Background: an optimization exercise with open tools, aiming at small area, a short achievable clock period and few clock cycles. Do not read the settings as production practice.
Function was checked by simulation only, so behaviour that the tests miss may differ from the original.
Power is estimated from default activity; no workload was simulated.

==> design/flow/design.v <==
`timescale 1ns / 1ps
module process(
  input clk,  
  input rst,  
  input [23:0] in_pix,  
  output reg [5:0] row, col,  
  output reg out_we,  
  output reg [23:0] out_pix,  
  output reg mirror_done,  
  output reg gray_done,  
  output reg filter_done  
);
reg [5:0] state;
reg [5:0] in_row_mirror;
reg [7:0] gray_value;
reg [23:0] min_val, max_val;
reg [23:0] copy_1, copy_2;
reg [7:0] max_pix, min_pix;
reg freq1, freq2, freq3, freq4, freq5, freq6, freq7, freq8, freq9;
reg[23:0] sum1, sum2, sum_both;
reg[5:0] copy_row, copy_col;
parameter S0 = 0;
parameter S1 = 1;
parameter S2 = 2;
parameter S3 = 3;
parameter S23 = 29;
parameter S4 = 4;
parameter S5 = 5;
parameter S6 = 6;
parameter S7 = 7;
parameter S8 = 8;
parameter S9 = 9;
parameter S10 = 10;
parameter S11 = 11;
parameter S12 = 12;
parameter S13 = 13;
parameter S14 = 14;
parameter S15 = 15;
parameter S_in_between = 28;
parameter Sanother = 27;
parameter Sceva = 26;
parameter Scoord = 25;
always @(posedge clk) begin
	if(rst) begin
		state <= S0;
		row <= 0;
		col <= 0;
		out_we <= 0;
		mirror_done <= 0;
		gray_done <= 0;
		filter_done <= 0;
	end
	else case(state)
		S0: begin
			row <= 0;
			col <= 0;
			mirror_done <= 0;
			gray_done <= 0;
			filter_done <= 0;
			state <= S1;
		end
		S1: begin
			out_we <= 0;
			copy_1 <= in_pix;
			state <= Sanother;
		end
		Sanother: begin
			row <= 63 - row;
			col <= col;
			state <= S2;
		end
		S2: begin
			out_we <= 1;
			copy_2 <= in_pix;
			out_pix <= copy_1;
			state <= S23;
		end
		S23: begin
		   row <= 63 - row;
			col <= col;
			out_pix <= copy_2;
			state <= S3;
		end
		S3: begin
		   out_we <= 0;
			if(row == 31 && col == 63) begin
				mirror_done <= 1;
				state <= S4;
			end
			else if(col == 63) begin
				col <= 0;
				row <= row + 1;
				state <= S1;
			end
			else begin
				col <= col + 1;
				row <= row;
				state <= S1;
			end
		end
		S4: begin
			row <= 0;
			col <= 0;
			state <= S5;
		end
		S5: begin
			max_pix <= (in_pix[23:16] >= in_pix[15:8] ? in_pix[23:16] : in_pix[15:8]) >= (in_pix[23:16] >= in_pix[7:0] ? in_pix[23:16] : in_pix[7:0]) ? (in_pix[23:16] >= in_pix[15:8] ? in_pix[23:16] : in_pix[15:8]) : (in_pix[23:16] >= in_pix[7:0] ? in_pix[23:16] : in_pix[7:0]);
			min_pix <= (in_pix[23:16] <= in_pix[15:8] ? in_pix[23:16] : in_pix[15:8]) <= (in_pix[23:16] <= in_pix[7:0] ? in_pix[23:16] : in_pix[7:0]) ? (in_pix[23:16] <= in_pix[15:8] ? in_pix[23:16] : in_pix[15:8]) : (in_pix[23:16] <= in_pix[7:0] ? in_pix[23:16] : in_pix[7:0]);
			state <= S6;
		end
		S6: begin
			out_we <= 1;
			out_pix[23:16] <= 0;
			out_pix[15:8] <= (max_pix + min_pix)/2;
			out_pix[7:0] <= 0;
			state <= Sceva;
		end
		Sceva: begin
			out_we <= 0;
			if(row == 63 && col == 63) begin
				gray_done <= 1;
				state <= S7;
			end
			else if(col == 63) begin
				col <= 0;
				row <= row + 1;
				state <= S5;
			end
			else begin
				col <= col + 1;
				row <= row;
				state <= S5;
			end
		end
		S7: begin
			row <= 0;
			col <= 0;
			state <= S8;
		end
		S8: begin
			sum1 <= 0;
			sum2 <= 0;
			sum_both <= 0;
			if(row == 0) begin
				freq1 <= 0;
				freq2 <= 0;
				freq3 <= 0;
				if(col == 0) begin
					freq1 <= 0;
					freq4 <= 0;
					freq7 <= 0;
					freq5 <= 1;
					freq6 <= 1;
					freq8 <= 1;
					freq9 <= 1;
					state <= S9;
				end
				else if(col == 63) begin
					freq3 <= 0;
					freq6 <= 0;
					freq9 <= 0;
					freq4 <= 1;
					freq8 <= 1;
					freq5 <= 1;
					freq7 <= 1;
					state <= S9;
				end
				else begin
					freq4 <= 1;
					freq7 <= 1;
					freq5 <= 1;
					freq6 <= 1;
					freq8 <= 1;
					freq9 <= 1;
					state <= S9;
				end
			end
			else if(row == 63) begin
				freq7 <= 0;
				freq8 <= 0;
				freq9 <= 0;
				if(col == 0) begin
					freq1 <= 0;
					freq4 <= 0;
					freq7 <= 0;
					freq2 <= 1;
					freq3 <= 1;
					freq5 <= 1;
					freq6 <= 1;
					state <= S9;
				end
				else if(col == 63) begin
					freq3 <= 0;
					freq6 <= 0;
					freq9 <= 0;
					freq1 <= 1;
					freq2 <= 1;
					freq4 <= 1;
					freq5 <= 1;
					state <= S9;
				end
				else begin
					freq1 <= 1;
					freq2 <= 1;
					freq3 <= 1;
					freq4 <= 1;
					freq5 <= 1;
					freq6 <= 1;
					state <= S9;
				end
			end
			else begin
				if(col == 0) begin
					freq1 <= 0;
					freq2 <= 1;
					freq3 <= 1;
					freq4 <= 0;
					freq5 <= 1;
					freq6 <= 1;
					freq7 <= 0;
					freq8 <= 1;
					freq9 <= 1;
					state <= S9;
				end
				else if(col == 63) begin
					freq1 <= 1;
					freq2 <= 1;
					freq3 <= 0;
					freq4 <= 1;
					freq5 <= 1;
					freq6 <= 0;
					freq7 <= 1;
					freq8 <= 1;
					freq9 <= 0;
					state <= S9;
				end
				else begin
					freq1 <= 1;
					freq2 <= 1;
					freq3 <= 1;
					freq4 <= 1;
					freq5 <= 1;
					freq6 <= 1;
					freq7 <= 1;
					freq8 <= 1;
					freq9 <= 1;
					state <= S9;
				end
			end
		end
		S9: begin
			if(freq1 > 0) begin
				copy_row <= row;
				copy_col <= col;
				row <= row - 1;
				col <= col - 1;
				freq1 <= 0;
				state <= S10;
			end
			else if(freq2 > 0) begin
				copy_row <= row;
				copy_col <= col;
				row <= row - 1;
				col <= col;
				freq2 <= 0;
				state <= S10;
			end
			else if(freq3 > 0) begin
				copy_row <= row;
				copy_col <= col;
				row <= row - 1;
				col <= col + 1;
				freq3 <= 0;
				state <= S10;
			end
			else if(freq4 > 0) begin
				copy_row <= row;
				copy_col <= col;
				row <= row;
				col <= col - 1;
				freq4 <= 0;
				state <= S10;
			end
			else if(freq5 > 0) begin
				sum1 <= 9 * in_pix[15:8];
				freq5 <= 0;
				state <= S9;
			end
			else if(freq6 > 0) begin
				freq6 <= 0;
				copy_row <= row;
				copy_col <= col;
				row <= row;
				col <= col + 1;
				state <= S10;
			end
			else if(freq7 > 0) begin
				freq7 <= 0;
				copy_row <= row;
				copy_col <= col;
				row <= row + 1;
				col <= col - 1;
				state <= S10;
			end
			else if(freq8 > 0) begin
				freq8 <= 0;
				copy_row <= row;
				copy_col <= col;
				row <= row + 1;
				col <= col;
				state <= S10;
			end
			else if(freq9 > 0) begin
				freq9 <= 0;
				copy_row <= row;
				copy_col <= col;
				row <= row + 1;
				col <= col + 1;
				state <= S10;
			end
			else begin
				if(sum1 > sum2) begin
					sum_both <= sum1 - sum2;
				end
				else begin
					sum_both <= 0;
				end
				state <= S_in_between;
			end
		end
		S_in_between: begin
			out_we <= 1;
			out_pix[15:8] <= in_pix[15:8];
			out_pix[7:0] <= in_pix[7:0];
			if(sum_both < 255) begin
				out_pix[23:16] <= sum_both;
			end
			else if(sum_both >= 255) begin
				out_pix[23:16] <= 255;
			end
			state <= S11;
		end
		S10: begin
			sum2 <= sum2 + in_pix[15:8];
			state <= Scoord;
		end
		Scoord: begin
			row <= copy_row;
			col <= copy_col;
			state <= S9;
		end
		S11: begin
			out_we <= 0;
			if(row == 63 && col == 63) begin
				state <= S12;
			end
			else if(col == 63) begin
				col <= 0;
				row <= row + 1;
				state <= S8;
			end
			else begin
				col <= col + 1;
				row <= row;
				state <= S8;
			end
		end
		S12: begin
			row <= 0;
			col <= 0;
			state <= S13;
		end
		S13: begin
			out_pix[15:8] <= in_pix[23:16];
			out_we <= 1;
			state <= S14;
		end
		S14: begin
			out_pix[23:16] <= 0;
			out_pix[7:0] <= 0;
			state <= S15;
		end
		S15: begin
			out_we <= 0;
			if(row == 63 && col == 63) begin
				filter_done <= 1;
			end
			else if(col == 63) begin
				col <= 0;
				row <= row + 1;
				state <= S13;
			end
			else begin
				col <= col + 1;
				row <= row;
				state <= S13;
			end
		end
	endcase
end
endmodule
==> design/flow/run.sh <==
#!/bin/bash
# synth_recipe.tcl (not shown) runs the flow's synth.tcl, then flattens the netlist and writes it again
# the make line also repeats each setting of config.mk as NAME=value (left out here)
make -C /OpenROAD-flow-scripts/flow DESIGN_CONFIG=/design/flow/config.mk WORK_HOME=/design/flow/orfs CLKGATE_MAP_FILE= SYNTH_SCRIPT=/design/flow/synth_recipe.tcl finish
==> design/flow/config.mk <==
export PLATFORM = sky130hd
export DESIGN_NAME = process
export DESIGN_NICKNAME = process
export VERILOG_FILES = /design/flow/design.v
export SDC_FILE = /design/flow/constraint.sdc
export NUM_CORES = 4
export LEC_CHECK = 0
export CAP_MARGIN = 20
export CORE_MARGIN = 2
export CORE_UTILIZATION = 40
export SLEW_MARGIN = 20
==> design/flow/constraint.sdc <==
create_clock -name core_clock -period 8.0 [get_ports {clk}]
set_input_delay 1.6000 -clock core_clock [delete_from_list [all_inputs] [get_ports {clk}]]
set_output_delay 1.6000 -clock core_clock [all_outputs]
set_load 0.01 [all_outputs]
==> flow_metrics.tcl <==
set metrics [dict create \
    yosys_register_bits 190 \
    core_area_um2 28780 \
    relSlewSlack_pct 45.51 \
    peakVddDrop_uv 158.3 \
    synth_seq_area_share_pct 46.98 \
    die_y_um 175 \
    vias 9310 \
    antenna_left 0 \
    pwr_density_cell_nw_per_um2 266.2 \
    synthesis.area_um2 11700 \
    fp.dieArea_um2 30630 \
    worst_path_max_delay_cell "clkdlybuf4s50_1" \
    insertedDiodeCount 0 \
    cts_buffers 17 \
    synth_largest_area_cell "edfxtp_1" \
    path_max_fanout 17 \
    path_cells "clkdlybuf4s50_1, ha_1, nor2b_1, o21ai_1, a21oi_1, o32ai_4, nand2_1, mux2_1, ha_1, nand2b_4, a211oi_2, nor3_1, nor4_4, nand3_1, a311oi_1" \
    grt_util_all_layers_pct 20.16 \
    io_buffers 65 \
    initial_core_util_pct 40.64 \
    start_kind "primary input" \
    clock_skew_ns 0.01080 \
    yosys-top-cells-count "169 x edfxtp_1, 83 x nor2_1, 77 x a21oi_1, 77 x o21ai_0, 74 x ha_1" \
    rows 62 \
    min_period_ns 6.346 \
    yosys_warnings 1 \
    rsz0062_at_grt "false" \
    ys_types 92 \
    syn_area_per_cell_um2 10.16 \
    hpwlAfterDp_um 21910 \
    min_period_over_period_pct 79.33 \
    syn_inst 1151 \
    htree_levels 4 \
    boundaryPins 66 \
    hold_class "reg2reg" \
    wl_per_cell_um 19.19 \
    first_global_vias 8888 \
    setup_violations 0 \
    gp_congestion 0.8939 \
    clockBufferDepth 2 \
    place_area_um2 12740 \
    clk_latency_ns 0.44 \
    grt-ovfl-total 0 \
    clock_tree.root_cell "clkbuf_16" \
    clock-sinks 190 \
    synthTopCellsByArea "edfxtp_1 43%, ha_1 7.9%, dfxtp_1 3.6%" \
    synth_most_common_cell "edfxtp_1" \
    status "complete, no violations" \
    vias_per_cell 5.841 \
    firstDrtPassIters 5 \
    timing.setup.tns_ns 0 \
    nets 1301 \
    synth_edf_count 169 \
    fmax_ghz 0.1576 \
    drt_iter0_markers 1087 \
    path_class "in2reg" \
    grt_pass1_wl_um 48690 \
    max_cap_viol_count 0 \
    whs_ns 0.4702 \
    slowest_delay_ns 0.85 \
    synth_top_area_share_pct 43.39 \
    routed_wl_um 30590 \
    die_w_um 175 \
    cts_resized 0 \
    drive_gt1_share_pct 7.025 \
    synth_ff_type "edfxtp_1" \
    worstPathArrival_ns 6.60 \
    required_ns 8.25 \
    leakagePower_nw 4.744 \
    end_kind "flip-flop" \
    cts_tree "yes" \
    area_growth_pct 14.63 \
    slew_violations 0 \
    synth_async_sr_flop_share_pct 0 \
    grt_max_degree 42 \
    cpMostUsedCell "ha_1" \
    antenna_found_initial 0 \
    ctsHoldBuffers 0 \
    finalInstanceArea_um2 13410 \
    worst_pin_slew_ns 0.8162 \
    hold_violations 0 \
    path_clk_slew_ns 0.07 \
    drc_errors 0 \
    cts_setup_buffers 0 \
]
## cells by family (layout without fill, tap and decap cells)
| group | Yosys count | count (layout) | share of synthesized area, % |
|---|---|---|---|
| AND/OR/NAND/NOR | 383 | 383 | 17.47 |
| multiplexers | 9 | 9 | 0.7916 |
| buffers and inverters | 131 | 185 | 4.578 |
| other | 1 | 6 | 0.03206 |
| flip-flops | 190 | 190 | 46.98 |
| adder cells (fa/ha/maj) | 78 | 78 | 8.601 |
| AO/OA/AOI/OAI | 320 | 320 | 18.62 |
| XOR/XNOR | 39 | 39 | 2.920 |
## state kept, by name, summed over array words and instances (netlist names), 5 cells and up
register and flops:
col 6, copy_1 24, copy_2 24, copy_col 6
copy_row 6, max_pix 8, min_pix 8, out_pix 24
row 6, state 5, sum1 12, sum2 24
sum_both 24
## final cells by class
type	instances	area, um^2
fillers	2687	15370
multi-input cells	835	5719
flip-flops and latches	190	5495
repair buffers	82	778.2
clock buffers	24	589.3
well taps	384	480.5
inverters	71	266.5
clock inverters	8	78.83
## per-layer routing
layer  share of wire [%]  wire (um)  vias to the layer above  global-route usage, %
li1                    -          -                     4479                      -
met1                  47      14500                     4456                  28.70
met2                  45      13750                      329                  31.49
met3                 5.6       1719                       46                  3.220
met4                 2.0        615                        0                  6.354
met5                   0          0                        -                      0
## where the power goes
group	internal (mW)	switching [mW]	leakage [nW]
clock	0.552	0.387	0.326
combinational	0.485	0.761	2.70
sequential	1.26	0.128	1.72
total	2.29	1.28	4.74
## worst max-delay path, delay by kind of cell
kind,cells,cell delay (ns)
and+or+nand+nor,6,1.59
buffers and inverters,1,0.85
muxes,1,0.39
adders and majority gates,2,0.63
AOI/OAI and AO/OA,5,1.53
## layout by cell type (no fill, tap or decap), drive strengths merged, types with 24 or more instances in the layout
cell type,instances
clkdlybuf4s50,65
edfxtp,169
nor2,83
nand3,28
o21ai,89
clkbuf,24
nand2,62
inv,73
ha,74
nor4,44
a21oi,79
nor3,56
## through the flow
step                setup WS, ns  instances  total power [mW]  utilization [%]
global placement           1.466       1562             2.628            44.25
CTS                        1.805       1594             3.577            46.59
global route               1.343       1594             3.783            46.59
floorplan                  2.934       1156             2.284                -
finish                     1.654       1594             3.569            46.59
detailed placement         1.346       1562             2.636            44.27
## worst paths after layout
check / from / end / slack (ns) / cells past startpoint
setup / recovery: in_pix[17] / max_pix[2]$_DFFE_PP_ / 1.65 / 15
hold / removal: gray_done$_SDFFE_PP0P_ / gray_done$_SDFFE_PP0P_ / 0.47 / 2
setup reg to reg: state[0]$_SDFFE_PP0P_ / col[1]$_SDFFE_PP0P_ / 4.97 / 6
hold reg to reg: gray_done$_SDFFE_PP0P_ / gray_done$_SDFFE_PP0P_ / 0.47 / 2
Testbench counts, summed over its fixed seeds: cycles 1,815,744.

[re-timing with driven ports]
How much do the figures lean on ideal ports? The routed layout below was timed once more, with nothing changed but the port constraints.
Step 1 sets driving cells, clkbuf_16 on the clock port and buf_2 on the other inputs (assumed; they add their load-dependent delay and slew).
Step 2 also shifts input and output timing later by t, the mid clock arrival at the registers, as if the neighbouring blocks saw the same clock.
Slacks: no drivers / after step 1 / after step 2; pairs: no drivers / after step 1.
t, ns: 0.483
setup WS [ns]: 1.654 / 1.679 / 1.195
pins driven straight from the clock port: 1
After both steps this run still meets setup and hold. For this run, drivers alone change the setup slack by +0.025 ns; drivers and shift together by -0.459 ns.
